This is an optimization exercise on Yosys and OpenROAD, whose aim is small area, not a production implementation. Function was checked by simulation only, so behaviour that the tests miss may differ from the original. The clock port is modelled as an ideal driver; clocking choices that lean on that would not hold on a real chip. No activity file was given, so power comes from the tool's default toggle rates.

File: flow/flow/run.sh
#!/bin/bash
# The standard layout (standard.sh) with these changes:
#  - synthesis maps the logic with an area-oriented ABC script (synth.tcl,
#    area.abc) and without ORFS's adder cells; registers are unchanged;
#  - the port buffers are the smallest buffer cell;
#  - clock tree synthesis uses clkbuf_8 and no dummy loads.
# The make output goes to standard.log here; ORFS's own per-step logs are
# under orfs/logs/.
set -euo pipefail
F="$(pwd)/flow"
export AREA_ABC_SCRIPT="$F/area.abc"
export BUFFER_PORTS_ARGS="-buffer_cell sky130_fd_sc_hd__buf_1"
export CTS_ARGS="-sink_clustering_enable -repair_clock_nets -dont_use_dummy_load -buf_list sky130_fd_sc_hd__clkbuf_8 -sink_clustering_size 30 -sink_clustering_max_diameter 100"
bash standard.sh SYNTH_SCRIPT="$F/synth.tcl" ADDER_MAP_FILE= finish > standard.log 2>&1
File: flow/flow/area.abc
strash
&get -n
&st
&syn2
&dch -f
&nf -R 1000
&st
&syn2
&dch -f
&nf -R 1000
&put
File: flow/flow/synth.tcl
# The standard flow's synthesis script (synth_recipe.tcl), except that ABC maps the logic
# with the area-oriented script in AREA_ABC_SCRIPT instead of ORFS's speed
# script. The registers come out as in the standard synthesis.
proc synth {args} { yosys synth -nofsm -noshare {*}$args }
proc abc {args} {
  set i [lsearch -exact $args -script]
  if { $i >= 0 } { lset args [expr { $i + 1 }] $::env(AREA_ABC_SCRIPT) }
  yosys abc {*}$args
}
source $::env(SCRIPTS_DIR)/synth.tcl
# left out here: clear keep_hierarchy, flatten, clean up, hide names made inside functions, write 1_2_yosys.v
File: flow/standard.sh
#!/bin/bash
# synth_recipe.tcl (not shown) runs the flow's synth.tcl, then flattens the netlist and writes it again
# the make line also repeats each setting of config.mk as NAME=value (left out here)
make -C /OpenROAD-flow-scripts/flow DESIGN_CONFIG=/design/flow/config.mk WORK_HOME=/design/flow/orfs CLKGATE_MAP_FILE= SYNTH_SCRIPT=/design/flow/synth_recipe.tcl "${@:-finish}"
File: flow/config.mk
export PLATFORM = sky130hd
export DESIGN_NAME = freq_meter_top
export DESIGN_NICKNAME = freq_meter_top
export VERILOG_FILES = /design/flow/design.v
export SDC_FILE = /design/flow/constraint.sdc
export NUM_CORES = 4
export LEC_CHECK = 0
export CAP_MARGIN = 20
export CORE_MARGIN = 2
export CORE_UTILIZATION = 35
export SLEW_MARGIN = 20
File: flow/constraint.sdc
create_clock -name core_clock -period 5.0 [get_ports {clk}]
set_input_delay 1.0000 -clock core_clock [delete_from_list [all_inputs] [get_ports {clk}]]
set_output_delay 1.0000 -clock core_clock [all_outputs]
set_load 0.01 [all_outputs]
File: flow/design.v
module freq_meter_top (
    input  wire        clk,         
    input  wire        rst_n,       
    input  wire        sig_in,      
    input  wire        sig_ref,     
    output wire [15:0] freq_cnt,    
    output wire [15:0] ref_cnt,     
    output wire [15:0] high_cnt,    
    output wire [15:0] low_cnt,     
    output wire [15:0] phase_cnt    
    );
    localparam W = 15, TAP = 6;
    localparam [W-1:0] START = 15'd19488, TC_VAL = 15'd9744, TC_MASK = 15'd30717;
    localparam [15:0] WIN = 16'd50000;   
    reg [W-1:0] lf;
    reg ph;                              
    reg gate, win;
    wire tc = ((lf ^ TC_VAL) & TC_MASK) == {W{1'b0}};
    always @(posedge clk or negedge rst_n) begin
        if (!rst_n) begin
            lf <= START;
            ph <= 1'b0;
            gate <= 1'b0;
            win <= 1'b0;
        end else begin
            lf <= {lf[W-2:0], ~(lf[W-1] ^ lf[TAP]) ^ tc};
            ph <= ~ph;
            gate <= gate ^ tc;
            win <= win ^ (tc & gate);
        end
    end
    reg s0, s1, t0, t1;
    always @(posedge clk or negedge rst_n) begin
        if (!rst_n) begin
            s0 <= 1'b0; s1 <= 1'b0; t0 <= 1'b0; t1 <= 1'b0;
        end else begin
            s0 <= sig_in; s1 <= s0; t0 <= sig_ref; t1 <= t0;
        end
    end
    wire s_rise = s0 & ~s1;
    wire r_rise = t0 & ~t1;
    reg rg;
    reg [4:0] n;
    reg [15:0] fcnt, rcnt, fbuf, rbuf;
    wire fcap = (n == 5'd1);
    wire fclr = ~rg & n[4] & n[2] & n[0];    
    always @(posedge clk or negedge rst_n) begin
        if (!rst_n) begin
            rg <= 1'b0;
            n <= 5'd21;
            fbuf <= 16'd0;
            rbuf <= 16'd0;
        end else begin
            if (s_rise) rg <= gate;
            if (rg) n <= 5'd0;
            else if (!fclr) n <= n + 1'b1;
            if (fcap) begin
                fbuf <= fcnt;
                rbuf <= rcnt;
            end
        end
    end
    always @(posedge clk) begin
        fcnt <= (fcnt & {16{~fclr}}) + (rg & s_rise);
        rcnt <= (rcnt & {16{~fclr}}) + (rg & ~ph);
    end
    reg w0, w1, valid, flag;
    reg [15:0] hcnt, pcnt, hbuf, pbuf;
    wire dcap = w1 & ~w0;
    wire dclr = ~win & ~w0;
    always @(posedge clk or negedge rst_n) begin
        if (!rst_n) begin
            w0 <= 1'b0;
            w1 <= 1'b0;
            valid <= 1'b0;
            flag <= 1'b0;
            hbuf <= 16'd0;
            pbuf <= 16'd0;
        end else begin
            w0 <= win;
            w1 <= w0;
            if (dcap) valid <= 1'b1;
            if (s_rise) flag <= 1'b1;
            else if (r_rise) flag <= 1'b0;
            if (dcap) begin
                hbuf <= hcnt;
                pbuf <= pcnt;
            end
        end
    end
    always @(posedge clk) begin
        hcnt <= (hcnt & {16{~dclr}}) + (win & s1);
        pcnt <= (pcnt & {16{~dclr}}) + (win & flag);
    end
    assign freq_cnt  = fbuf;
    assign ref_cnt   = rbuf;
    assign high_cnt  = hbuf;
    assign low_cnt   = valid ? WIN - hbuf : 16'd0;
    assign phase_cnt = pbuf;
endmodule
==> results of run 1 <==
[per-stage QoR]
stage                     instance area [µm²]  power (µW)  setup slack (ns)  instances
after floorplan                          5830        1320             0.909        486
after global placement                   6450        1340             0.820        794
after detailed placement                 6450        1340             0.742        794
after CTS                                6690        2030             0.226        811
after global routing                     6690        2090            0.0438        811
final                                    6690        2000             0.255        811
[final cells by class]
class	instances	area (µm²)	area share [%]
inverter	2	7.51	0.112
tap	220	275	4.12
clock buffer	17	234	3.50
sequential	160	3690	55.2
multi-input combinational	324	2130	31.8
timing repair buffer	88	353	5.28
[kinds of logic (layout without fill, tap and decap cells)]
group | Yosys count | after routing
flip-flops | 160 | 160
AND/OR/NAND/NOR | 154 | 154
AO/OA/AOI/OAI | 91 | 91
multiplexers | 65 | 65
XOR/XNOR | 14 | 14
buffers and inverters | 2 | 107
[flip-flops by register name (all words and copies together) (netlist names)]
name / cells
t1: 1
rbuf: 16
gate: 1
hbuf: 16
w1: 1
lf: 15
w0: 1
fbuf: 16
rg: 1
n: 5
s1: 1
s0: 1
ph: 1
rcnt: 16
t0: 1
pcnt: 16
pbuf: 16
flag: 1
hcnt: 16
win: 1
valid: 1
fcnt: 16
[worst min path at each step]
stage               cells after the start    end   from  slack, ns
CTS                                     0  lf[3]  lf[2]       0.37
detailed placement                      0  lf[2]  lf[1]       0.35
finish                                  0  lf[3]  lf[2]       0.36
floorplan                               0  lf[2]  lf[1]       0.33
global route                            0  lf[3]  lf[2]       0.38
global placement                        0  lf[2]  lf[1]       0.34
[per-layer routing]
metal	share of wire, %	vias up	global-route usage (%)
li1	-	1933	-
met1	46	1885	16.0
met2	47	84	21.6
met3	5.4	15	4.21
met4	1.5	0	4.66
met5	0	-	0
[where the power goes]
| group | total [µW] | switching [µW] | internal, µW |
|---|---|---|---|
| registers | 1290 | 1.44 | 1290 |
| logic | 18.3 | 15.9 | 2.39 |
| clock network | 688 | 389 | 300 |
| total | 2000 | 406 | 1590 |
[worst max-delay path: cells and delay by family, from the launching register on]
family | cells | cell delay (ns)
compound gates | 2 | 0.40
buf+inv | 1 | 0.17
flops | 1 | 0.44
simple gates | 8 | 2.29
[synthesized netlist by cell type, types with 4 or more instances]
library cell  instances  share of area [%]
nor3_1               16                1.4
dfxtp_1              64                 22
or2_0                 6               0.64
xnor2_1               7                1.1
nand3_1               4               0.34
dfstp_2               7                3.2
and3_1               25                2.7
dfrtp_1              89                 38
nand2_1              31                2.0
o21ai_0              21                1.8
nor2_1               40                2.6
a21oi_1              54                4.6
mux2_1               64                 12
a22oi_1               5               0.64
and2_0               16                1.7
xor2_1                7                1.1
==> run notes, run 1 <==
# TYPE chip_impl_metric gauge
chip_impl_info{name="run_status",value="no timing/DRC/antenna violations"} 1
chip_impl_metric{name="cts-resized-gates",unit=""} 0
chip_impl_metric{name="finalWirelength",unit="µm"} 10800
chip_impl_metric{name="count_of_distinct_cell_types_in_the_synthesized_netlist",unit=""} 36
chip_impl_metric{name="htree_num_levels",unit=""} 4
chip_impl_metric{name="route.detailed.drc",unit=""} 0
chip_impl_metric{name="clock-skew-final",unit="ns"} 0.0222
chip_impl_metric{name="report.final.slew_viol_count",unit=""} 0
chip_impl_metric{name="post_cts_buffers",unit=""} 0
chip_impl_metric{name="critPathRequiredTime",unit="ns"} 4.00
chip_impl_metric{name="worst_skew_pair.late_latency",unit="ns"} 0.44
chip_impl_info{name="crit_path_start",value="hbuf[0]"} 1
chip_impl_info{name="clk_root_buffer_cell",value="clkbuf_8"} 1
chip_impl_metric{name="muxShareOfSynthArea",unit="%"} 12.5
chip_impl_metric{name="die_width",unit="µm"} 133
chip_impl_metric{name="synth_fa_ha_area_share",unit="%"} 0
chip_impl_metric{name="grt_start_max_net_pins",unit=""} 52
chip_impl_metric{name="min_period",unit="ns"} 4.74
chip_impl_metric{name="design.core.area",unit="µm²"} 16400
chip_impl_metric{name="sequential_share_of_the_synthesized_area",unit="%"} 63.4
chip_impl_metric{name="synthesis.area",unit="µm²"} 5830
chip_impl_info{name="critPathSlowestCell",value="dfrtp_1"} 1
chip_impl_metric{name="chipHeight",unit="µm"} 133
chip_impl_metric{name="detail_route.iter0.violations",unit=""} 199
chip_impl_metric{name="via_count_of_the_first_global_routing_pass",unit=""} 3920
chip_impl_info{name="holdCritPathClass",value="register to register"} 1
chip_impl_info{name="crit_path_end",value="low_cnt[14]"} 1
chip_impl_metric{name="irDropWorstVdd",unit="µV"} 198
chip_impl_info{name="leading_cell_type_in_the_layout_fill_and_taps_excluded",value="dfrtp_1"} 1
chip_impl_metric{name="grt_pass1_wl",unit="µm"} 18500
chip_impl_metric{name="r2r_cells",unit=""} 12
chip_impl_metric{name="final-setup-viol-count",unit=""} 0
chip_impl_metric{name="post_drt_wl_per_cell",unit="µm"} 13.3
chip_impl_metric{name="avg_cell_area_syn",unit="µm²"} 12.0
chip_impl_metric{name="cellLeakagePower",unit="µW"} 0.00299
chip_impl_metric{name="drt_pass1_iterations",unit=""} 4
chip_impl_metric{name="synth-warning-count",unit=""} 1
chip_impl_metric{name="floorplan.rows",unit=""} 47
chip_impl_metric{name="drive_gt1_share",unit="%"} 5.08
chip_impl_metric{name="numClockSinks",unit=""} 160
chip_impl_metric{name="die-area",unit="µm²"} 17700
chip_impl_info{name="largest_family_of_logic_cells_by_synthesized_area",value="simple AND/OR/NAND/NOR gates"} 1
chip_impl_metric{name="max_slew.worst_pin.slew",unit="ns"} 0.860
chip_impl_metric{name="place_hpwl",unit="µm"} 7510
chip_impl_metric{name="finalHoldViolations",unit=""} 0
chip_impl_metric{name="synth_enable_flop_cells",unit=""} 0
chip_impl_info{name="most_frequent_cells_in_the_layout",value="dfrtp_1 (89), buf_1 (82), mux2_1 (64), dfxtp_1 (64), a21oi_1 (54)"} 1
chip_impl_metric{name="grt-ovfl-total",unit=""} 0
chip_impl_metric{name="antenna_cells_inserted",unit=""} 0
chip_impl_metric{name="totalNegativeSetupSlack",unit="ns"} 0
chip_impl_metric{name="timing.fmax",unit="MHz"} 211
chip_impl_metric{name="post_synth_and_or_nand_nor_area_fraction",unit="%"} 13.3
chip_impl_metric{name="crit_fanout",unit=""} 7
chip_impl_info{name="synth_ff_type",value="dfrtp_1"} 1
chip_impl_metric{name="cts_inserted_buffers",unit=""} 17
chip_impl_metric{name="avgViaCountPerCell",unit=""} 4.83
chip_impl_info{name="cts_tree",value="yes"} 1
chip_impl_info{name="worstSetupEndpointType",value="primary output"} 1
chip_impl_metric{name="post_synth_inst_count",unit=""} 486
chip_impl_metric{name="antenna_left",unit=""} 0
chip_impl_metric{name="synth_async_sr_flop_share",unit="%"} 60.0
chip_impl_metric{name="layout-area-overhead-vs-synth",unit="%"} 14.8
chip_impl_metric{name="boundaryPins",unit=""} 84
chip_impl_metric{name="yosys_register_bits",unit=""} 160
chip_impl_metric{name="initial_utilization",unit="%"} 35.5
chip_impl_metric{name="maxcap_violations",unit=""} 0
chip_impl_metric{name="r2r_slack",unit="ns"} 1.87
chip_impl_metric{name="cts.clk_slew.worst_paths",unit="ns"} 0.08
chip_impl_info{name="reg2reg_from",value="win"} 1
chip_impl_metric{name="fraction_of_the_cycle_the_final_worst_path_needs",unit="%"} 94.9
chip_impl_metric{name="timing.critical_path.slowest_cell_delay",unit="ns"} 0.44
chip_impl_metric{name="final_net_count",unit=""} 597
chip_impl_metric{name="gp_congestion",unit=""} 0.739
chip_impl_info{name="timing.critical_path.cells",value="or3_1 > or2_0 > and2_0 > or2_0 > a21o_1 > and3_1 > or3_1 > or3_1 > or2_0 > a21boi_0 > buf_1"} 1
chip_impl_metric{name="slew_headroom",unit="%"} 42.5
chip_impl_info{name="path_class",value="register to primary output"} 1
chip_impl_info{name="crit-reg2reg-capture",value="hcnt[15]"} 1
chip_impl_metric{name="crit_arrival",unit="ns"} 3.74
chip_impl_metric{name="postLayoutCoreUtil",unit="%"} 40.8
chip_impl_metric{name="hold_slack",unit="ns"} 0.364
chip_impl_metric{name="synth-xor-area-share",unit="%"} 2.10
chip_impl_metric{name="synth_fp_nets",unit=""} 490
chip_impl_info{name="rsz0062_at_grt",value="no"} 1
chip_impl_metric{name="route.vias.total",unit=""} 3917
chip_impl_metric{name="fill_cells",unit=""} 1608
chip_impl_metric{name="grt_util_all_layers",unit="%"} 13.0
chip_impl_metric{name="pwr_density_cell",unit="nW/µm²"} 299
chip_impl_metric{name="cts_hold_repair.buffers",unit=""} 0
chip_impl_metric{name="cts_max_path_buffers",unit=""} 2
chip_impl_metric{name="place.port_buffers",unit=""} 83
chip_impl_info{name="critical_path.startpoint_type",value="register"} 1
chip_impl_metric{name="synth_compound_area_share",unit="%"} 8.55
chip_impl_metric{name="antenna_violations_before_repair",unit=""} 0
==> run 2, diff against run 1 <==
--- a/flow/flow/run.sh
+++ b/flow/flow/run.sh
@@ -12,3 +12,3 @@
 export BUFFER_PORTS_ARGS="-buffer_cell sky130_fd_sc_hd__buf_1"
-export CTS_ARGS="-sink_clustering_enable -repair_clock_nets -dont_use_dummy_load -buf_list sky130_fd_sc_hd__clkbuf_8 -sink_clustering_size 30 -sink_clustering_max_diameter 100"
+export CTS_ARGS="-sink_clustering_enable -repair_clock_nets -dont_use_dummy_load -buf_list sky130_fd_sc_hd__clkbuf_4 -root_buf sky130_fd_sc_hd__clkbuf_8"
 bash standard.sh SYNTH_SCRIPT="$F/synth.tcl" ADDER_MAP_FILE= finish > standard.log 2>&1
==> run notes, run 2 <==
# TYPE chip_impl_metric gauge
chip_impl_info{name="leading_cell_type_in_the_layout_fill_and_taps_excluded",value="dfrtp_1"} 1
chip_impl_metric{name="route.detailed.drc",unit=""} 0
chip_impl_metric{name="post_synth_inst_count",unit=""} 486
chip_impl_metric{name="avgViaCountPerCell",unit=""} 4.83
chip_impl_info{name="yosys.cell_count.top_type",value="dfrtp_1"} 1
chip_impl_metric{name="cts_hold_repair.buffers",unit=""} 0
chip_impl_metric{name="yosys.area.top_type_share",unit="%"} 38.2
chip_impl_metric{name="synth_async_sr_flop_share",unit="%"} 60.0
chip_impl_info{name="worstSetupEndpointType",value="primary output"} 1
chip_impl_metric{name="place_hpwl",unit="µm"} 7510
chip_impl_metric{name="fraction_of_the_cycle_the_final_worst_path_needs",unit="%"} 94.5
chip_impl_info{name="yosys-top-cells-area",value="dfrtp_1 (38%), dfxtp_1 (22%), mux2_1 (12%)"} 1
chip_impl_info{name="netlist.top_cell.by_area",value="dfrtp_1"} 1
chip_impl_metric{name="design.core.area",unit="µm²"} 16400
chip_impl_metric{name="cts_max_path_buffers",unit=""} 2
chip_impl_metric{name="p_total",unit="µW"} 1840
chip_impl_metric{name="post_drt_wl_per_cell",unit="µm"} 13.3
chip_impl_info{name="synth_ff_type",value="dfrtp_1"} 1
chip_impl_metric{name="chipHeight",unit="µm"} 133
chip_impl_metric{name="place.port_buffers",unit=""} 83
chip_impl_metric{name="cts_inserted_buffers",unit=""} 17
chip_impl_metric{name="totalNegativeSetupSlack",unit="ns"} 0
chip_impl_metric{name="grt-ovfl-total",unit=""} 0
chip_impl_metric{name="antenna_violations_before_repair",unit=""} 0
chip_impl_info{name="most_frequent_cells_in_the_layout",value="dfrtp_1 (89), buf_1 (82), mux2_1 (64), dfxtp_1 (64), a21oi_1 (54)"} 1
chip_impl_metric{name="boundaryPins",unit=""} 84
chip_impl_metric{name="finalHoldViolations",unit=""} 0
chip_impl_metric{name="synth-warning-count",unit=""} 1
chip_impl_metric{name="finalWirelength",unit="µm"} 10800
chip_impl_metric{name="post_cts_buffers",unit=""} 0
chip_impl_info{name="run_status",value="no timing/DRC/antenna violations"} 1
chip_impl_metric{name="slew_headroom",unit="%"} 41.7
chip_impl_metric{name="avg_cell_area_syn",unit="µm²"} 12.0
chip_impl_metric{name="final_net_count",unit=""} 597
chip_impl_metric{name="layout-area-overhead-vs-synth",unit="%"} 13.1
chip_impl_metric{name="hold_slack",unit="ns"} 0.360
chip_impl_metric{name="multiInputGateArea",unit="µm²"} 2130
chip_impl_metric{name="gp_congestion",unit=""} 0.739
chip_impl_metric{name="grt_start_max_net_pins",unit=""} 52
chip_impl_metric{name="maxcap_violations",unit=""} 0
chip_impl_metric{name="seqPwrFrac",unit="%"} 70.1
chip_impl_info{name="holdCritPathClass",value="register to register"} 1
chip_impl_metric{name="htree_num_levels",unit=""} 4
chip_impl_metric{name="power.net_switching",unit="µW"} 381
chip_impl_info{name="clk_root_buffer_cell",value="clkbuf_8"} 1
chip_impl_metric{name="route.vias.total",unit=""} 3916
chip_impl_metric{name="synth_fp_nets",unit=""} 490
chip_impl_metric{name="power.share.combinational",unit="%"} 1.0
chip_impl_metric{name="drive_gt1_share",unit="%"} 5.08
chip_impl_metric{name="pwr_density_cell",unit="nW/µm²"} 279
chip_impl_metric{name="report.final.slew_viol_count",unit=""} 0
chip_impl_info{name="rsz0062_at_grt",value="no"} 1
chip_impl_info{name="cts_tree",value="yes"} 1
chip_impl_info{name="path_class",value="register to primary output"} 1
chip_impl_metric{name="max_slew.worst_pin.slew",unit="ns"} 0.872
chip_impl_metric{name="switching_share",unit="%"} 20.7
chip_impl_metric{name="cts.clk_slew.worst_paths",unit="ns"} 0.12
chip_impl_metric{name="final-seq-area",unit="µm²"} 3690
chip_impl_metric{name="cts-resized-gates",unit=""} 0
chip_impl_metric{name="critPathRequiredTime",unit="ns"} 4.00
chip_impl_metric{name="final_cells",unit=""} 811
chip_impl_metric{name="yosys_register_bits",unit=""} 160
chip_impl_metric{name="internal-power",unit="µW"} 1460
chip_impl_metric{name="min_period",unit="ns"} 4.73
chip_impl_metric{name="irDropWorstVdd",unit="µV"} 188
chip_impl_metric{name="postLayoutCoreUtil",unit="%"} 40.2
chip_impl_metric{name="fill_cells",unit=""} 1621
chip_impl_metric{name="grt_pass1_wl",unit="µm"} 18500
chip_impl_metric{name="share_clk_of_total_power",unit="%"} 28.9
chip_impl_metric{name="cellLeakagePower",unit="µW"} 0.00295
chip_impl_metric{name="crit_arrival",unit="ns"} 3.73
chip_impl_metric{name="antenna_cells_inserted",unit=""} 0
chip_impl_metric{name="drt_pass1_iterations",unit=""} 4
chip_impl_metric{name="crit_fanout",unit=""} 7
chip_impl_metric{name="floorplan.rows",unit=""} 47
chip_impl_info{name="yosys-top-cells-count",value="dfrtp_1 (89), dfxtp_1 (64), mux2_1 (64)"} 1
chip_impl_metric{name="numClockSinks",unit=""} 160
chip_impl_metric{name="detail_route.iter0.violations",unit=""} 185
chip_impl_metric{name="final-setup-viol-count",unit=""} 0
chip_impl_metric{name="sequential_share_of_the_synthesized_area",unit="%"} 63.4
chip_impl_metric{name="clock-skew-final",unit="ns"} 0.0357
chip_impl_metric{name="synthesis.area",unit="µm²"} 5830
chip_impl_info{name="critical_path.startpoint_type",value="register"} 1
chip_impl_metric{name="timing.fmax",unit="MHz"} 212
chip_impl_metric{name="worst_skew_pair.late_latency",unit="ns"} 0.41
chip_impl_metric{name="synth_enable_flop_cells",unit=""} 0
chip_impl_metric{name="initial_utilization",unit="%"} 35.5
chip_impl_metric{name="count_of_distinct_cell_types_in_the_synthesized_netlist",unit=""} 36
chip_impl_metric{name="die_width",unit="µm"} 133
chip_impl_metric{name="grt_util_all_layers",unit="%"} 13.0
chip_impl_metric{name="antenna_left",unit=""} 0
chip_impl_metric{name="die-area",unit="µm²"} 17700
chip_impl_metric{name="placedCellCount",unit=""} 794
chip_impl_metric{name="via_count_of_the_first_global_routing_pass",unit=""} 3917
==> run 2: cell counts after synthesis <==
No cell type changed its count.
==> run 2: cell families (layout without fill, tap and decap cells) <==
| kind of cell | Yosys count | after routing | synth area share [%] |
|---|---|---|---|
| DFF | 160 | 160 | 63.4 |
| and+or+nand+nor | 154 | 154 | 13.3 |
| AOI/OAI and AO/OA | 91 | 91 | 8.55 |
| muxes | 65 | 65 | 12.5 |
| xor gates and xnor gates | 14 | 14 | 2.10 |
| buffers and inverters | 2 | 107 | 0.129 |
==> run 2: final cells by class <==
type                       count  area share, %
clock buffer                  17           2.03
timing repair buffer          88           5.36
multi-input combinational    324           32.3
sequential                   160           56.0
tap                          220           4.18
inverter                       2          0.114
==> run 2: stage by stage <==
| stage | instance area, µm² | worst slack [ns] |
|---|---|---|
| finish | 6590 | 0.274 |
| floorplan | 5830 | 0.909 |
| global placement | 6450 | 0.820 |
| detailed placement | 6450 | 0.742 |
| CTS | 6590 | 0.238 |
| global route | 6590 | 0.0357 |
==> run 2: final timing paths <==
path | startpoint | end | slack, ns | cells after the start
worst max-delay path | hbuf[0] | low_cnt[14] | 0.27 | 11
worst min-delay path | lf[2] | lf[3] | 0.36 | 0
worst max register to register | win | hcnt[15] | 1.87 | 12
worst min register to register | lf[2] | lf[3] | 0.36 | 0
max in group asynchronous | rst_n | lf[11] | 3.28 | 2
min in group asynchronous | rst_n | hbuf[1] | 0.65 | 1
==> run 2: power by group through the flow <==
stage	Combinational [µW]	Sequential (µW)	Clock [µW]
global placement	19.1	1320	0
finish	18.2	1290	532
global route	22.2	1290	622
floorplan	1.64	1320	0
CTS	19.8	1290	562
detailed placement	20.0	1320	0
==> run 2: metal layers <==
metal	global-route usage, %	vias to the layer above	routed length (µm)
li1	-	1938	-
met1	16.1	1880	5020
met2	21.4	83	5070
met3	4.33	15	556
met4	4.48	0	136
met5	0	-	0
==> run 2: worst max-delay path, stage by stage, from the launching register on <==
cell	delay, ns
dfrtp_1	0.45
or3_1	0.39
or2_0	0.26
and2_0	0.21
or2_0	0.28
a21o_1	0.25
and3_1	0.22
or3_1	0.36
or3_1	0.36
or2_0	0.21
a21boi_0	0.15
buf_1	0.17
==> run 3, diff against run 2 <==
--- a/flow/flow/run.sh
+++ b/flow/flow/run.sh
@@ -12,3 +12,3 @@
 export BUFFER_PORTS_ARGS="-buffer_cell sky130_fd_sc_hd__buf_1"
-export CTS_ARGS="-sink_clustering_enable -repair_clock_nets -dont_use_dummy_load -buf_list sky130_fd_sc_hd__clkbuf_4 -root_buf sky130_fd_sc_hd__clkbuf_8"
+export CTS_ARGS="-sink_clustering_enable -repair_clock_nets -dont_use_dummy_load -buf_list sky130_fd_sc_hd__clkbuf_8"
 bash standard.sh SYNTH_SCRIPT="$F/synth.tcl" ADDER_MAP_FILE= finish > standard.log 2>&1
==> run notes, run 3 <==
# TYPE chip_impl_metric gauge
chip_impl_info{name="synth_ff_type",value="dfrtp_1"} 1
chip_impl_metric{name="postLayoutCoreUtil",unit="%"} 40.8
chip_impl_metric{name="power.net_switching",unit="µW"} 406
chip_impl_metric{name="route.detailed.drc",unit=""} 0
chip_impl_metric{name="post_synth_inst_count",unit=""} 486
chip_impl_metric{name="initial_utilization",unit="%"} 35.5
chip_impl_info{name="path_class",value="register to primary output"} 1
chip_impl_metric{name="final.setup.worst_slack",unit="ns"} 0.255
chip_impl_metric{name="r2r_slack",unit="ns"} 1.87
chip_impl_metric{name="count_of_distinct_cell_types_in_the_synthesized_netlist",unit=""} 36
chip_impl_metric{name="drive_gt1_share",unit="%"} 5.08
chip_impl_info{name="crit_path_start",value="hbuf[0]"} 1
chip_impl_info{name="crit_path_end",value="low_cnt[14]"} 1
chip_impl_metric{name="cts_inserted_buffers",unit=""} 17
chip_impl_metric{name="cts-resized-gates",unit=""} 0
chip_impl_metric{name="fill_cells",unit=""} 1608
chip_impl_info{name="critical-path-top-delay-family",value="simple AND/OR/NAND/NOR gates"} 1
chip_impl_metric{name="die-area",unit="µm²"} 17700
chip_impl_metric{name="cts_hold_repair.buffers",unit=""} 0
chip_impl_metric{name="synth_async_sr_flop_share",unit="%"} 60.0
chip_impl_metric{name="cts.clk_slew.worst_paths",unit="ns"} 0.08
chip_impl_metric{name="r2r_cells",unit=""} 12
chip_impl_metric{name="min_period",unit="ns"} 4.74
chip_impl_info{name="worstSetupEndpointType",value="primary output"} 1
chip_impl_metric{name="final_net_count",unit=""} 597
chip_impl_info{name="cts_tree",value="yes"} 1
chip_impl_metric{name="design.core.area",unit="µm²"} 16400
chip_impl_info{name="leading_cell_type_in_the_layout_fill_and_taps_excluded",value="dfrtp_1"} 1
chip_impl_metric{name="synth_fp_nets",unit=""} 490
chip_impl_metric{name="post_drt_wl_per_cell",unit="µm"} 13.3
chip_impl_info{name="critical_path.startpoint_type",value="register"} 1
chip_impl_metric{name="timing.critical_path.slowest_cell_delay",unit="ns"} 0.44
chip_impl_metric{name="synth_enable_flop_cells",unit=""} 0
chip_impl_metric{name="sequential_share_of_the_synthesized_area",unit="%"} 63.4
chip_impl_metric{name="hold-path-cell-count",unit=""} 0
chip_impl_info{name="yosys-top-cells-area",value="dfrtp_1 (38%), dfxtp_1 (22%), mux2_1 (12%)"} 1
chip_impl_info{name="clk_root_buffer_cell",value="clkbuf_8"} 1
chip_impl_metric{name="fraction_of_the_cycle_the_final_worst_path_needs",unit="%"} 94.9
chip_impl_metric{name="htree_num_levels",unit=""} 4
chip_impl_metric{name="detail_route.iter0.violations",unit=""} 199
chip_impl_metric{name="report.final.slew_viol_count",unit=""} 0
chip_impl_info{name="reg2reg_from",value="win"} 1
chip_impl_metric{name="yosys_register_bits",unit=""} 160
chip_impl_metric{name="synthesis.area",unit="µm²"} 5830
chip_impl_metric{name="boundaryPins",unit=""} 84
chip_impl_metric{name="clock-skew-final",unit="ns"} 0.0222
chip_impl_metric{name="place_hpwl",unit="µm"} 7510
chip_impl_info{name="critPathSlowestCell",value="dfrtp_1"} 1
chip_impl_metric{name="irDropWorstVdd",unit="µV"} 198
chip_impl_metric{name="grt_pass1_wl",unit="µm"} 18500
chip_impl_metric{name="antenna_violations_before_repair",unit=""} 0
chip_impl_metric{name="chipHeight",unit="µm"} 133
chip_impl_metric{name="crit_arrival",unit="ns"} 3.74
chip_impl_metric{name="avg_cell_area_syn",unit="µm²"} 12.0
chip_impl_metric{name="finalWirelength",unit="µm"} 10800
chip_impl_metric{name="power.share.combinational",unit="%"} 0.9
chip_impl_metric{name="via_count_of_the_first_global_routing_pass",unit=""} 3920
chip_impl_metric{name="internal-power",unit="µW"} 1590
chip_impl_metric{name="grt_util_all_layers",unit="%"} 13.0
chip_impl_metric{name="timing.critical_path.buf_inv",unit=""} 1
chip_impl_info{name="timing.critical_path.cells",value="or3_1 > or2_0 > and2_0 > or2_0 > a21o_1 > and3_1 > or3_1 > or3_1 > or2_0 > a21boi_0 > buf_1"} 1
chip_impl_info{name="most_frequent_cells_in_the_layout",value="dfrtp_1 (89), buf_1 (82), mux2_1 (64), dfxtp_1 (64), a21oi_1 (54)"} 1
chip_impl_metric{name="post_cts_buffers",unit=""} 0
chip_impl_info{name="netlist.top_cell.by_area",value="dfrtp_1"} 1
chip_impl_metric{name="antenna_cells_inserted",unit=""} 0
chip_impl_metric{name="worst_skew_pair.late_latency",unit="ns"} 0.44
chip_impl_metric{name="route.vias.total",unit=""} 3917
chip_impl_metric{name="cts_max_path_buffers",unit=""} 2
chip_impl_metric{name="grt_start_max_net_pins",unit=""} 52
chip_impl_info{name="holdCritPathClass",value="register to register"} 1
chip_impl_metric{name="seqPwrFrac",unit="%"} 64.6
chip_impl_metric{name="gp_congestion",unit=""} 0.739
chip_impl_metric{name="antenna_left",unit=""} 0
chip_impl_metric{name="pwr_density_cell",unit="nW/µm²"} 299
chip_impl_metric{name="synth-warning-count",unit=""} 1
chip_impl_info{name="yosys-top-cells-count",value="dfrtp_1 (89), dfxtp_1 (64), mux2_1 (64)"} 1
chip_impl_metric{name="preCtsSetupSlack",unit="ns"} 0.742
chip_impl_metric{name="place.port_buffers",unit=""} 83
chip_impl_metric{name="place_area",unit="µm²"} 6450
chip_impl_metric{name="critPathRequiredTime",unit="ns"} 4.00
chip_impl_metric{name="max_slew.worst_pin.slew",unit="ns"} 0.860
chip_impl_metric{name="finalHoldViolations",unit=""} 0
chip_impl_metric{name="crit_fanout",unit=""} 7
chip_impl_metric{name="finish.instance_area",unit="µm²"} 6690
chip_impl_metric{name="totalNegativeSetupSlack",unit="ns"} 0
chip_impl_metric{name="share_clk_of_total_power",unit="%"} 34.5
chip_impl_metric{name="drt_pass1_iterations",unit=""} 4
chip_impl_info{name="rsz0062_at_grt",value="no"} 1
chip_impl_metric{name="floorplan.rows",unit=""} 47
chip_impl_metric{name="numClockSinks",unit=""} 160
chip_impl_metric{name="slew_headroom",unit="%"} 42.5
chip_impl_info{name="run_status",value="no timing/DRC/antenna violations"} 1
chip_impl_metric{name="grt-ovfl-total",unit=""} 0
chip_impl_metric{name="yosys.area.top_type_share",unit="%"} 38.2
chip_impl_metric{name="die_width",unit="µm"} 133
chip_impl_metric{name="switching_share",unit="%"} 20.3
chip_impl_metric{name="cellLeakagePower",unit="µW"} 0.00299
chip_impl_metric{name="critical_path_cell_count",unit=""} 11
chip_impl_info{name="crit-reg2reg-capture",value="hcnt[15]"} 1
chip_impl_metric{name="final-setup-viol-count",unit=""} 0
chip_impl_info{name="yosys.cell_count.top_type",value="dfrtp_1"} 1
chip_impl_metric{name="maxcap_violations",unit=""} 0
chip_impl_metric{name="layout-area-overhead-vs-synth",unit="%"} 14.8
chip_impl_metric{name="avgViaCountPerCell",unit=""} 4.83
chip_impl_metric{name="timing.fmax",unit="MHz"} 211
-- run 3: cells by family after synthesis --
kind of cell	count (synthesis)	share of synthesized area [%]
xor gates and xnor gates	14	2.10
buffers and inverters	2	0.129
DFF	160	63.4
and+or+nand+nor	154	13.3
muxes	65	12.5
AOI/OAI and AO/OA	91	8.55
-- run 3: area by class of cell --
type | count | area [µm²] | share of cell area (%)
flip-flops and latches | 160 | 3690 | 55.2
inverters | 2 | 7.51 | 0.112
repair buffers | 88 | 353 | 5.28
well taps | 220 | 275 | 4.12
clock buffers | 17 | 234 | 3.50
multi-input cells | 324 | 2130 | 31.8
-- run 3: worst min-delay path by stage --
| stage | from | endpoint |
|---|---|---|
| CTS | lf[2] | lf[3] |
| floorplan | lf[1] | lf[2] |
| global route | lf[2] | lf[3] |
| finish | lf[2] | lf[3] |
| global placement | lf[1] | lf[2] |
| detailed placement | lf[1] | lf[2] |
-- run 3: power groups by stage --
stage                     clock [µW]  sequential, µW  combinational, µW
after floorplan                    0            1320               1.64
after global placement             0            1320               19.1
after detailed placement           0            1320               20.0
after CTS                        720            1290               19.8
after global routing             774            1290               22.2
final                            688            1290               18.3
-- run 3: per-layer routing --
| metal | share of wire, % | wire length [µm] | track usage, % |
|---|---|---|---|
| met1 | 46 | 4990 | 16.0 |
| met2 | 47 | 5090 | 21.6 |
| met3 | 5.4 | 589 | 4.21 |
| met4 | 1.5 | 158 | 4.66 |
| met5 | 0 | 0 | 0 |
-- run 3: per-stage QoR --
stage,instances,hold slack (ns),total power [µW]
after floorplan,486,0.331,1320
after global routing,811,0.377,2090
final,811,0.364,2000
after detailed placement,794,0.346,1340
after CTS,811,0.371,2030
after global placement,794,0.336,1340
-- run 3: worst register-to-register path: stages, from the launching register on --
cell and delay, ns:
dfrtp_1 0.47, and3_1 0.23, and2_0 0.24, and3_1 0.22, and2_0 0.24, and3_1 0.25, and3_1 0.21, and3_1 0.21
and2_0 0.25, and3_1 0.22, and2_0 0.23, and3_1 0.18, nor3_1 0.04
==> run 4, diff against run 3 <==
--- a/flow/design.v
+++ b/flow/design.v
@@ -41,2 +41,3 @@
     wire r_rise = t0 & ~t1;
+    localparam [4:0] N_START = 5'b01100;
     reg rg;
@@ -44,4 +45,4 @@
     reg [15:0] fcnt, rcnt, fbuf, rbuf;
-    wire fcap = (n == 5'd1);
-    wire fclr = ~rg & n[4] & n[2] & n[0];    
+    wire fcap = ({n[4:2], n[0]} == 4'b1100);     
+    wire fclr = ~rg & n[4] & n[3] & n[1];        
     always @(posedge clk or negedge rst_n) begin
@@ -49,3 +50,3 @@
             rg <= 1'b0;
-            n <= 5'd21;
+            n <= 5'b11111;
             fbuf <= 16'd0;
@@ -54,4 +55,3 @@
             if (s_rise) rg <= gate;
-            if (rg) n <= 5'd0;
-            else if (!fclr) n <= n + 1'b1;
+            n <= rg ? N_START : {n[3:0], ~(n[4] ^ n[2]) | (&n[3:0])};
             if (fcap) begin
--- a/flow/config.mk
+++ b/flow/config.mk
@@ -9,3 +9,4 @@
 export CORE_MARGIN = 2
-export CORE_UTILIZATION = 35
+export CORE_UTILIZATION = 60
+export PLACE_DENSITY = 0.7
 export SLEW_MARGIN = 20
==> run notes, run 4 <==
# TYPE chip_impl_metric gauge
chip_impl_info{name="run_status",value="no timing/DRC/antenna violations"} 1
chip_impl_info{name="netlist.top_cell.by_area",value="dfrtp_1"} 1
chip_impl_metric{name="timing.fmax",unit="MHz"} 212
chip_impl_info{name="path_class",value="register to primary output"} 1
chip_impl_metric{name="seqPwrFrac",unit="%"} 65.2
chip_impl_metric{name="synth_enable_flop_cells",unit=""} 0
chip_impl_info{name="critical_path.startpoint_type",value="register"} 1
chip_impl_metric{name="synth-warning-count",unit=""} 1
chip_impl_info{name="reg2reg_from",value="win"} 1
chip_impl_metric{name="boundaryPins",unit=""} 84
chip_impl_metric{name="share_clk_of_total_power",unit="%"} 33.9
chip_impl_metric{name="pwr_density_cell",unit="nW/µm²"} 302
chip_impl_metric{name="count_of_distinct_cell_types_in_the_synthesized_netlist",unit=""} 33
chip_impl_metric{name="r2r_cells",unit=""} 10
chip_impl_metric{name="slew_headroom",unit="%"} 43.9
chip_impl_metric{name="power.net_switching",unit="µW"} 390
chip_impl_info{name="crit-reg2reg-capture",value="hcnt[15]"} 1
chip_impl_info{name="worstSetupEndpointType",value="primary output"} 1
chip_impl_info{name="crit_path_end",value="low_cnt[14]"} 1
chip_impl_metric{name="crit_arrival",unit="ns"} 3.72
chip_impl_info{name="most_frequent_cells_in_the_layout",value="dfrtp_1 (87), buf_1 (82), mux2_1 (64), dfxtp_1 (64), a21oi_1 (47)"} 1
chip_impl_metric{name="place_hpwl",unit="µm"} 7010
chip_impl_metric{name="cts_inserted_buffers",unit=""} 17
chip_impl_metric{name="grt_pass1_wl",unit="µm"} 16800
chip_impl_metric{name="synth_async_sr_flop_share",unit="%"} 60.0
chip_impl_metric{name="p_total",unit="µW"} 1980
chip_impl_metric{name="avg_cell_area_syn",unit="µm²"} 12.2
chip_impl_metric{name="maxcap_violations",unit=""} 0
chip_impl_metric{name="fraction_of_the_cycle_the_final_worst_path_needs",unit="%"} 94.4
chip_impl_metric{name="final_net_count",unit=""} 585
chip_impl_metric{name="antenna_left",unit=""} 0
chip_impl_metric{name="yosys.area.top_type_share",unit="%"} 37.5
chip_impl_metric{name="finalHoldViolations",unit=""} 0
chip_impl_metric{name="grt-ovfl-total",unit=""} 0
chip_impl_metric{name="cts-resized-gates",unit=""} 0
chip_impl_metric{name="antenna_violations_before_repair",unit=""} 0
chip_impl_metric{name="avgViaCountPerCell",unit=""} 5.48
chip_impl_metric{name="post_synth_inst_count",unit=""} 474
chip_impl_metric{name="route.detailed.drc",unit=""} 0
chip_impl_info{name="yosys-top-cells-count",value="dfrtp_1 (87), dfxtp_1 (64), mux2_1 (64)"} 1
chip_impl_metric{name="r2r_slack",unit="ns"} 1.87
chip_impl_metric{name="drt_pass1_iterations",unit=""} 5
chip_impl_metric{name="route.vias.total",unit=""} 3882
chip_impl_metric{name="drive_gt1_share",unit="%"} 5.70
chip_impl_metric{name="switching_share",unit="%"} 19.7
chip_impl_metric{name="design.core.area",unit="µm²"} 9330
chip_impl_metric{name="min_period",unit="ns"} 4.72
chip_impl_info{name="crit_path_start",value="hbuf[0]"} 1
chip_impl_metric{name="grt_start_max_net_pins",unit=""} 61
chip_impl_metric{name="synth_fp_nets",unit=""} 478
chip_impl_metric{name="detail_route.iter0.violations",unit=""} 141
chip_impl_metric{name="place.port_buffers",unit=""} 83
chip_impl_metric{name="worst_skew_pair.late_latency",unit="ns"} 0.43
chip_impl_info{name="synth_ff_type",value="dfrtp_1"} 1
chip_impl_metric{name="final-setup-viol-count",unit=""} 0
chip_impl_metric{name="finish.instance_area",unit="µm²"} 6560
chip_impl_metric{name="internal-power",unit="µW"} 1590
chip_impl_metric{name="power.share.combinational",unit="%"} 0.9
chip_impl_metric{name="layout-area-overhead-vs-synth",unit="%"} 13.0
chip_impl_info{name="clk_root_buffer_cell",value="clkbuf_8"} 1
chip_impl_metric{name="gp_congestion",unit=""} 0.760
chip_impl_metric{name="critPathRequiredTime",unit="ns"} 4.00
chip_impl_metric{name="antenna_cells_inserted",unit=""} 0
chip_impl_metric{name="synthesis.area",unit="µm²"} 5800
chip_impl_info{name="cts_tree",value="yes"} 1
chip_impl_metric{name="initial_utilization",unit="%"} 62.2
chip_impl_info{name="rsz0062_at_grt",value="no"} 1
chip_impl_metric{name="yosys_register_bits",unit=""} 160
chip_impl_metric{name="chipHeight",unit="µm"} 102
chip_impl_metric{name="sequential_share_of_the_synthesized_area",unit="%"} 63.7
chip_impl_info{name="yosys-top-cells-area",value="dfrtp_1 (38%), dfxtp_1 (22%), mux2_1 (12%)"} 1
chip_impl_metric{name="floorplan.rows",unit=""} 35
chip_impl_metric{name="via_count_of_the_first_global_routing_pass",unit=""} 3647
chip_impl_metric{name="cts_hold_repair.buffers",unit=""} 0
chip_impl_metric{name="cts_max_path_buffers",unit=""} 2
chip_impl_metric{name="post_drt_wl_per_cell",unit="µm"} 14.3
chip_impl_metric{name="max_slew.worst_pin.slew",unit="ns"} 0.839
chip_impl_metric{name="grt_util_all_layers",unit="%"} 20.9
chip_impl_metric{name="hold_slack",unit="ns"} 0.352
chip_impl_metric{name="die-area",unit="µm²"} 10500
chip_impl_info{name="holdCritPathClass",value="register to register"} 1
chip_impl_metric{name="postLayoutCoreUtil",unit="%"} 70.3
chip_impl_metric{name="post_cts_buffers",unit=""} 0
chip_impl_metric{name="numClockSinks",unit=""} 160
chip_impl_metric{name="totalNegativeSetupSlack",unit="ns"} 0
chip_impl_metric{name="htree_num_levels",unit=""} 4
chip_impl_metric{name="cellLeakagePower",unit="µW"} 0.00294
chip_impl_metric{name="clock-skew-final",unit="ns"} 0.0292
chip_impl_info{name="yosys.cell_count.top_type",value="dfrtp_1"} 1
chip_impl_metric{name="place_area",unit="µm²"} 6320
chip_impl_metric{name="cts.clk_slew.worst_paths",unit="ns"} 0.07
chip_impl_metric{name="report.final.slew_viol_count",unit=""} 0
chip_impl_metric{name="irDropWorstVdd",unit="µV"} 204
chip_impl_info{name="leading_cell_type_in_the_layout_fill_and_taps_excluded",value="dfrtp_1"} 1
chip_impl_metric{name="finalWirelength",unit="µm"} 10200
chip_impl_metric{name="crit_fanout",unit=""} 7
chip_impl_metric{name="die_width",unit="µm"} 102
[run 4: layout make-up]
type | instances | area [µm²]
Clock buffer | 17 | 234
Sequential cell | 160 | 3690
Fill cell | 719 | 2770
Timing Repair Buffer | 88 | 353
Tap cell | 129 | 161
Multi-Input combinational cell | 312 | 2110
Inverter | 2 | 7.51
[run 4: kinds of logic after synthesis]
family | count (synthesis) | synth area share (%)
compound gates | 88 | 8.67
xor+xnor | 15 | 2.26
buf+inv | 2 | 0.129
flops | 160 | 63.7
mux | 65 | 12.6
simple gates | 144 | 12.7
[run 4: metrics by stage]
stage / worst slack [ns] / cells
after CTS: 0.262 / 708
after detailed placement: 0.729 / 691
after floorplan: 0.909 / 474
after global routing: 0.0771 / 708
final: 0.278 / 708
after global placement: 0.809 / 691
[run 4: worst min path at each step]
stage,startpoint,end,slack [ns],cells after the start
6_report,lf[1],lf[2],0.35,0
5_1_grt,lf[1],lf[2],0.36,0
4_1_cts,lf[1],lf[2],0.35,0
3_5_place_dp,lf[1],lf[2],0.33,0
3_3_place_gp,lf[1],lf[2],0.33,0
2_1_floorplan,lf[1],lf[2],0.33,0
[run 4: worst max-delay path, stage by stage, from the launching register on]
cell,delay [ns]
dfrtp_1,0.44
or3_1,0.40
or2_0,0.25
and2_0,0.20
or2_0,0.28
a21o_1,0.26
and3_1,0.23
or3_1,0.37
or3_1,0.36
or2_0,0.21
a21boi_0,0.15
buf_1,0.17
[run 4: per-layer routing]
metal	track usage, %	routed length, µm	part of all wire [%]	vias to the layer above
met5	0	0	0	-
met4	7.38	97	0.96	0
met3	5.88	379	3.7	8
met2	32.7	4680	46	64
met1	28.2	4990	49	1907
li1	-	-	-	1903
[run 4: power groups by stage]
stage	clock [µW]	sequential, µW	combinational [µW]
2_1_floorplan	0	1320	1.65
3_3_place_gp	0	1320	18.9
3_5_place_dp	0	1320	19.6
4_1_cts	694	1290	19.7
5_1_grt	745	1290	22.3
6_report	672	1290	18.0
==> run 5, diff against run 4 <==
--- a/flow/flow/run.sh
+++ b/flow/flow/run.sh
@@ -12,3 +12,3 @@
 export BUFFER_PORTS_ARGS="-buffer_cell sky130_fd_sc_hd__buf_1"
-export CTS_ARGS="-sink_clustering_enable -repair_clock_nets -dont_use_dummy_load -buf_list sky130_fd_sc_hd__clkbuf_8"
+export CTS_ARGS="-sink_clustering_enable -repair_clock_nets -dont_use_dummy_load -buf_list sky130_fd_sc_hd__clkbuf_4 -root_buf sky130_fd_sc_hd__clkbuf_8 -tree_buf sky130_fd_sc_hd__clkbuf_8 -sink_clustering_size 8"
 bash standard.sh SYNTH_SCRIPT="$F/synth.tcl" ADDER_MAP_FILE= finish > standard.log 2>&1
==> run notes, run 5 <==
# TYPE chip_impl_metric gauge
chip_impl_metric{name="crit_arrival",unit="ns"} 3.72
chip_impl_metric{name="final_net_count",unit=""} 585
chip_impl_metric{name="r2r_slack",unit="ns"} 1.87
chip_impl_metric{name="numClockSinks",unit=""} 160
chip_impl_info{name="yosys-top-cells-count",value="dfrtp_1 (87), dfxtp_1 (64), mux2_1 (64)"} 1
chip_impl_metric{name="post_drt_wl_per_cell",unit="µm"} 14.3
chip_impl_info{name="yosys-top-cells-area",value="dfrtp_1 (38%), dfxtp_1 (22%), mux2_1 (12%)"} 1
chip_impl_metric{name="avg_cell_area_syn",unit="µm²"} 12.2
chip_impl_info{name="cts_tree",value="yes"} 1
chip_impl_info{name="holdCritPathClass",value="register to register"} 1
chip_impl_metric{name="htree_num_levels",unit=""} 4
chip_impl_metric{name="pwr_density_cell",unit="nW/µm²"} 302
chip_impl_metric{name="finish.instance_area",unit="µm²"} 6560
chip_impl_metric{name="grt_pass1_wl",unit="µm"} 16800
chip_impl_info{name="critical_path.startpoint_type",value="register"} 1
chip_impl_metric{name="sequential_share_of_the_synthesized_area",unit="%"} 63.7
chip_impl_info{name="run_status",value="no timing/DRC/antenna violations"} 1
chip_impl_metric{name="cts_max_path_buffers",unit=""} 2
chip_impl_metric{name="synth_fp_nets",unit=""} 478
chip_impl_info{name="synth_ff_type",value="dfrtp_1"} 1
chip_impl_metric{name="totalNegativeSetupSlack",unit="ns"} 0
chip_impl_metric{name="postLayoutCoreUtil",unit="%"} 70.3
chip_impl_metric{name="count_of_distinct_cell_types_in_the_synthesized_netlist",unit=""} 33
chip_impl_metric{name="power.share.combinational",unit="%"} 0.9
chip_impl_info{name="yosys.cell_count.top_type",value="dfrtp_1"} 1
chip_impl_metric{name="worst_skew_pair.late_latency",unit="ns"} 0.43
chip_impl_metric{name="synth_async_sr_flop_share",unit="%"} 60.0
chip_impl_metric{name="share_clk_of_total_power",unit="%"} 33.9
chip_impl_metric{name="layout-area-overhead-vs-synth",unit="%"} 13.0
chip_impl_metric{name="place.port_buffers",unit=""} 83
chip_impl_metric{name="cts-resized-gates",unit=""} 0
chip_impl_metric{name="drive_gt1_share",unit="%"} 5.70
chip_impl_metric{name="place_area",unit="µm²"} 6320
chip_impl_metric{name="antenna_violations_before_repair",unit=""} 0
chip_impl_metric{name="route.detailed.drc",unit=""} 0
chip_impl_metric{name="chipHeight",unit="µm"} 102
chip_impl_info{name="rsz0062_at_grt",value="no"} 1
chip_impl_metric{name="post_synth_inst_count",unit=""} 474
chip_impl_metric{name="report.final.slew_viol_count",unit=""} 0
chip_impl_metric{name="crit_fanout",unit=""} 7
chip_impl_metric{name="antenna_left",unit=""} 0
chip_impl_metric{name="power.net_switching",unit="µW"} 390
chip_impl_metric{name="slew_headroom",unit="%"} 43.9
chip_impl_metric{name="route.vias.total",unit=""} 3882
chip_impl_metric{name="via_count_of_the_first_global_routing_pass",unit=""} 3647
chip_impl_metric{name="max_slew.worst_pin.slew",unit="ns"} 0.839
chip_impl_metric{name="die-area",unit="µm²"} 10500
chip_impl_metric{name="switching_share",unit="%"} 19.7
chip_impl_info{name="leading_cell_type_in_the_layout_fill_and_taps_excluded",value="dfrtp_1"} 1
chip_impl_metric{name="irDropWorstVdd",unit="µV"} 204
chip_impl_metric{name="yosys_register_bits",unit=""} 160
chip_impl_metric{name="synth-warning-count",unit=""} 1
chip_impl_metric{name="clock-skew-final",unit="ns"} 0.0292
chip_impl_metric{name="design.core.area",unit="µm²"} 9330
chip_impl_metric{name="seqPwrFrac",unit="%"} 65.2
chip_impl_metric{name="grt_start_max_net_pins",unit=""} 61
chip_impl_metric{name="yosys.area.top_type_share",unit="%"} 37.5
chip_impl_metric{name="avgViaCountPerCell",unit=""} 5.48
chip_impl_metric{name="place_hpwl",unit="µm"} 7010
chip_impl_metric{name="fraction_of_the_cycle_the_final_worst_path_needs",unit="%"} 94.4
chip_impl_metric{name="critPathRequiredTime",unit="ns"} 4.00
chip_impl_metric{name="final-setup-viol-count",unit=""} 0
chip_impl_info{name="netlist.top_cell.by_area",value="dfrtp_1"} 1
chip_impl_metric{name="detail_route.iter0.violations",unit=""} 141
chip_impl_metric{name="grt_util_all_layers",unit="%"} 20.9
chip_impl_metric{name="initial_utilization",unit="%"} 62.2
chip_impl_metric{name="cts.clk_slew.worst_paths",unit="ns"} 0.07
chip_impl_metric{name="post_cts_buffers",unit=""} 0
chip_impl_metric{name="synth_enable_flop_cells",unit=""} 0
chip_impl_metric{name="internal-power",unit="µW"} 1590
chip_impl_metric{name="floorplan.rows",unit=""} 35
chip_impl_info{name="most_frequent_cells_in_the_layout",value="dfrtp_1 (87), buf_1 (82), mux2_1 (64), dfxtp_1 (64), a21oi_1 (47)"} 1
chip_impl_metric{name="finalWirelength",unit="µm"} 10200
chip_impl_metric{name="cts_hold_repair.buffers",unit=""} 0
chip_impl_metric{name="timing.fmax",unit="MHz"} 212
chip_impl_info{name="clk_root_buffer_cell",value="clkbuf_8"} 1
chip_impl_metric{name="synthesis.area",unit="µm²"} 5800
chip_impl_metric{name="gp_congestion",unit=""} 0.760
chip_impl_metric{name="maxcap_violations",unit=""} 0
chip_impl_metric{name="grt-ovfl-total",unit=""} 0
chip_impl_metric{name="cts_inserted_buffers",unit=""} 17
chip_impl_metric{name="drt_pass1_iterations",unit=""} 5
chip_impl_info{name="worstSetupEndpointType",value="primary output"} 1
chip_impl_metric{name="min_period",unit="ns"} 4.72
chip_impl_metric{name="antenna_cells_inserted",unit=""} 0
chip_impl_metric{name="cellLeakagePower",unit="µW"} 0.00294
chip_impl_metric{name="boundaryPins",unit=""} 84
chip_impl_metric{name="die_width",unit="µm"} 102
chip_impl_metric{name="finalHoldViolations",unit=""} 0
chip_impl_info{name="path_class",value="register to primary output"} 1
==> run 5: critical path, stage by stage (launching register included) <==
cell      delay [ns]
dfrtp_1         0.44
or3_1           0.40
or2_0           0.25
and2_0          0.20
or2_0           0.28
a21o_1          0.26
and3_1          0.23
or3_1           0.37
or3_1           0.36
or2_0           0.21
a21boi_0        0.15
buf_1           0.17
==> run 5: metal layers <==
| metal | part of all wire, % | up-vias | routed length [µm] | track usage [%] |
|---|---|---|---|---|
| met2 | 46 | 64 | 4680 | 32.7 |
| li1 | - | 1903 | - | - |
| met3 | 3.7 | 8 | 379 | 5.88 |
| met1 | 49 | 1907 | 4990 | 28.2 |
| met4 | 0.96 | 0 | 97 | 7.38 |
| met5 | 0 | - | 0 | 0 |
==> run 5: power groups by stage <==
| stage | Combinational [µW] | Clock, µW | Sequential, µW |
|---|---|---|---|
| global placement | 18.9 | 0 | 1320 |
| detailed placement | 19.6 | 0 | 1320 |
| floorplan | 1.65 | 0 | 1320 |
| finish | 18.0 | 672 | 1290 |
| global route | 22.3 | 745 | 1290 |
| CTS | 19.7 | 694 | 1290 |
==> run 5: area by class of cell <==
| cell class | instances | area (µm²) |
|---|---|---|
| clock buffers | 17 | 234 |
| fillers | 719 | 2770 |
| repair buffers | 88 | 353 |
| inverters | 2 | 7.51 |
| multi-input cells | 312 | 2110 |
| well taps | 129 | 161 |
| flip-flops and latches | 160 | 3690 |
==> run 5: cell families after synthesis <==
| family | synth area share [%] |
|---|---|
| xor gates and xnor gates | 2.26 |
| AOI/OAI and AO/OA | 8.67 |
| muxes | 12.6 |
| and+or+nand+nor | 12.7 |
| buffers and inverters | 0.129 |
| DFF | 63.7 |
==> run 5: worst paths after layout <==
kind / startpoint / end / cells after the start
max: hbuf[0] / low_cnt[14] / 11
max in group asynchronous: rst_n / n[4] / 2
min: lf[1] / lf[2] / 0
min in group asynchronous: rst_n / hbuf[8] / 1
min reg2reg: lf[1] / lf[2] / 0
max reg2reg: win / hcnt[15] / 10
==> run 5: stage by stage <==
| stage | setup slack, ns | hold WS (ns) | cells | power (µW) |
|---|---|---|---|---|
| finish | 0.278 | 0.352 | 708 | 1980 |
| global route | 0.0771 | 0.361 | 708 | 2060 |
| CTS | 0.262 | 0.352 | 708 | 2010 |
| detailed placement | 0.729 | 0.335 | 691 | 1340 |
| global placement | 0.809 | 0.335 | 691 | 1340 |
| floorplan | 0.909 | 0.331 | 474 | 1320 |
==> run 6, diff against run 5 <==
==> flow/flow/run.sh (replaced) <==
#!/bin/bash
# The standard layout (standard.sh) with these changes:
#  - synthesis maps the logic with an area-oriented ABC script (synth.tcl,
#    area.abc) and without ORFS's adder cells; registers are unchanged;
#  - the port buffers are the smallest buffer cell;
#  - clock tree synthesis uses clkbuf_4 leaf buffers under a clkbuf_8 root,
#    without dummy loads; post_cts.tcl then upsizes to clkbuf_8 each leaf
#    buffer whose flip-flops would see a slow clock edge.
# The make output goes to standard.log here; ORFS's own per-step logs are
# under orfs/logs/.
set -euo pipefail
F="$(pwd)/flow"
export AREA_ABC_SCRIPT="$F/area.abc"
export BUFFER_PORTS_ARGS="-buffer_cell sky130_fd_sc_hd__buf_1"
export CTS_ARGS="-sink_clustering_enable -repair_clock_nets -dont_use_dummy_load -buf_list sky130_fd_sc_hd__clkbuf_4 -root_buf sky130_fd_sc_hd__clkbuf_8"
export POST_CTS_TCL="$F/post_cts.tcl"
bash standard.sh SYNTH_SCRIPT="$F/synth.tcl" ADDER_MAP_FILE= finish > standard.log 2>&1
==> flow/flow/area.abc (replaced) <==
strash
&get -n
&st
&syn2
&dch -f
&nf -R 1000
&st
&syn2
&dch -f
&nf -R 1000
&st
&syn2
&dch -f
&nf -R 1000
&put
==> flow/flow/post_cts.tcl (new file) <==
# Upsize the clock tree's leaf buffers (clkbuf_4) whose flip-flops would see
# a slow clock edge, then legalise the placement again.
estimate_parasitics -placement
set upsized 0
foreach inst [get_cells clkbuf_*] {
  if { [get_property $inst ref_name] ne "sky130_fd_sc_hd__clkbuf_4" } { continue }
  set out [get_pins -of_objects $inst -filter "direction == output"]
  set worst 0
  foreach p [get_pins -of_objects [get_nets -of_objects $out] -filter "direction == input"] {
    set v [get_property $p slew_max]
    if { $v > $worst } { set worst $v }
  }
  if { $worst > 0.095 } {
    replace_cell $inst sky130_fd_sc_hd__clkbuf_8
    incr upsized
  }
}
puts "post_cts.tcl: upsized $upsized leaf clock buffers"
if { $upsized > 0 } {
  detailed_placement
  estimate_parasitics -placement
}
==> run notes, run 6 <==
# TYPE chip_impl_metric gauge
chip_impl_metric{name="fraction_of_the_cycle_the_final_worst_path_needs",unit="%"} 94.5
chip_impl_metric{name="design.core.area",unit="µm²"} 9280
chip_impl_metric{name="gp_congestion",unit=""} 0.728
chip_impl_info{name="yosys.cell_count.top_type",value="dfrtp_1"} 1
chip_impl_metric{name="synth-xor-area-share",unit="%"} 1.67
chip_impl_metric{name="report.final.slew_viol_count",unit=""} 0
chip_impl_metric{name="die_width",unit="µm"} 102
chip_impl_metric{name="layout-area-overhead-vs-synth",unit="%"} 12.5
chip_impl_metric{name="place_hpwl",unit="µm"} 7170
chip_impl_metric{name="fill_cells",unit=""} 736
chip_impl_metric{name="synth_enable_flop_cells",unit=""} 0
chip_impl_metric{name="switching_share",unit="%"} 20.0
chip_impl_metric{name="via_count_of_the_first_global_routing_pass",unit=""} 3684
chip_impl_metric{name="count_of_distinct_cell_types_in_the_synthesized_netlist",unit=""} 32
chip_impl_metric{name="min_period",unit="ns"} 4.72
chip_impl_info{name="most_frequent_cells_in_the_layout",value="dfrtp_1 (87), buf_1 (82), mux2_1 (65)"} 1
chip_impl_metric{name="post_drt_wl_per_cell",unit="µm"} 14.3
chip_impl_metric{name="drt_pass1_iterations",unit=""} 6
chip_impl_metric{name="floorplan.rows",unit=""} 35
chip_impl_metric{name="finish.instance_area",unit="µm²"} 6490
chip_impl_info{name="synth_ff_type",value="dfrtp_1"} 1
chip_impl_metric{name="place.port_buffers",unit=""} 83
chip_impl_metric{name="synthesis.area",unit="µm²"} 5770
chip_impl_metric{name="place_area",unit="µm²"} 6290
chip_impl_metric{name="final_net_count",unit=""} 585
chip_impl_metric{name="timing.critical_path.slowest_cell_delay",unit="ns"} 0.43
chip_impl_metric{name="p_total",unit="µW"} 1940
chip_impl_metric{name="crit_arrival",unit="ns"} 3.72
chip_impl_info{name="critical_path.startpoint_type",value="register"} 1
chip_impl_info{name="netlist.top_cell.by_area",value="dfrtp_1"} 1
chip_impl_metric{name="route.vias.total",unit=""} 3852
chip_impl_metric{name="finalHoldViolations",unit=""} 0
chip_impl_metric{name="grt_pass1_wl",unit="µm"} 17100
chip_impl_metric{name="pwr_density_cell",unit="nW/µm²"} 298
chip_impl_metric{name="totalNegativeSetupSlack",unit="ns"} 0
chip_impl_info{name="rsz0062_at_grt",value="no"} 1
chip_impl_metric{name="route.detailed.drc",unit=""} 0
chip_impl_metric{name="antenna_cells_inserted",unit=""} 0
chip_impl_metric{name="chipHeight",unit="µm"} 102
chip_impl_info{name="run_status",value="no timing/DRC/antenna violations"} 1
chip_impl_metric{name="boundaryPins",unit=""} 84
chip_impl_metric{name="synth-warning-count",unit=""} 1
chip_impl_info{name="path_class",value="register to primary output"} 1
chip_impl_info{name="cts_tree",value="yes"} 1
chip_impl_info{name="largest_family_of_logic_cells_by_synthesized_area",value="multiplexers"} 1
chip_impl_info{name="min_from",value="lf[10]"} 1
chip_impl_metric{name="cellLeakagePower",unit="µW"} 0.00294
chip_impl_metric{name="grt-ovfl-total",unit=""} 0
chip_impl_metric{name="worst_skew_pair.late_latency",unit="ns"} 0.43
## run 6: cell count changes in the layout (fill, tap and decap cells not counted), sizes merged, moves of 3 or more
cell | previous run | this run
a21oi | 47 | 53
a22oi | 9 | 5
nand3 | 4 | 9
nor3 | 17 | 22
and3 | 23 | 29
nand2 | 29 | 23
xnor2 | 8 | 5
a32oi | 4 | 0
o21ai | 17 | 22
## run 6: final cells by class
| cell class | instances | area [µm²] | share of cell area [%] |
|---|---|---|---|
| Timing Repair Buffer | 88 | 353 | 5.44 |
| Clock buffer | 17 | 203 | 3.12 |
| Inverter | 2 | 7.51 | 0.116 |
| Tap cell | 129 | 161 | 2.49 |
| Multi-Input combinational cell | 312 | 2070 | 31.9 |
| Sequential cell | 160 | 3690 | 56.9 |
## run 6: metrics by stage
step	hold slack, ns	cells
6_report	0.374	708
3_5_place_dp	0.349	691
2_1_floorplan	0.331	474
5_1_grt	0.373	708
3_3_place_gp	0.344	691
## run 6: kinds of logic (layout without fill, tap and decap cells)
kind of cell,after synthesis,in the layout
DFF,160,160
xor gates and xnor gates,11,11
AOI/OAI and AO/OA,90,90
and+or+nand+nor,145,145
buffers and inverters,2,107
muxes,66,66
## run 6: how the worst max path moves through the flow
stage,endpoint,slack [ns],cells past startpoint
3_5_place_dp,low_cnt[14],0.74,11
3_3_place_gp,low_cnt[14],0.82,11
6_report,low_cnt[14],0.28,11
5_1_grt,low_cnt[14],0.02,11
2_1_floorplan,low_cnt[14],0.89,10
## run 6: layer usage
layer,GRT usage [%],up-vias
met4,9.33,0
met3,4.72,18
li1,-,1902
met1,28.2,1857
met2,34.2,75
met5,0,-
## run 6: power by group through the flow
| stage | clock, µW | sequential [µW] | combinational [µW] |
|---|---|---|---|
| global route | 703 | 1290 | 22.0 |
| finish | 629 | 1290 | 17.6 |
| detailed placement | 0 | 1320 | 19.2 |
| floorplan | 0 | 1320 | 1.65 |
| global placement | 0 | 1320 | 18.6 |
## run 6: worst reg2reg max path, cell delays in order, from the launching register on
cell	delay, ns
dfrtp_1	0.48
nor2b_1	0.27
and3_1	0.27
and3_1	0.25
and3_1	0.26
and3_1	0.26
and3_1	0.21
and2_0	0.19
and3_1	0.25
and3_1	0.27
a21oi_1	0.10
a311oi_1	0.26

-- re-timing with driven ports --
In the flow no input, the clock included, has a driving cell. The finished layouts below were timed again as built, in two steps.
Step 1 sets driving cells, clkbuf_16 on the clock port and buf_2 on the other inputs (assumed; they add their load-dependent delay and slew).
Step 2 also shifts input and output timing later by t, the mid clock arrival at the registers, as if the neighbouring blocks saw the same clock.
Three values: no drivers, after step 1, after step 2; two values: the first two.
run | t, ns | slack for setup (ns) | worst register clock-pin slew, ns | cell pins on the clock port's net
run 1 | 0.457 | 0.255 / 0.226 / 0.683 | 0.08 / 0.08 | 1
run 2 | 0.428 | 0.274 / 0.244 / 0.672 | 0.12 / 0.12 | 1
run 3 | 0.457 | 0.255 / 0.226 / 0.683 | 0.08 / 0.08 | 1
run 4 | 0.452 | 0.278 / 0.245 / 0.696 | 0.09 / 0.09 | 1
run 5 | 0.452 | 0.278 / 0.245 / 0.696 | 0.09 / 0.09 | 1
run 6 | 0.451 | 0.277 / 0.246 / 0.697 | 0.09 / 0.09 | 1
After both steps every run listed still meets setup and hold.
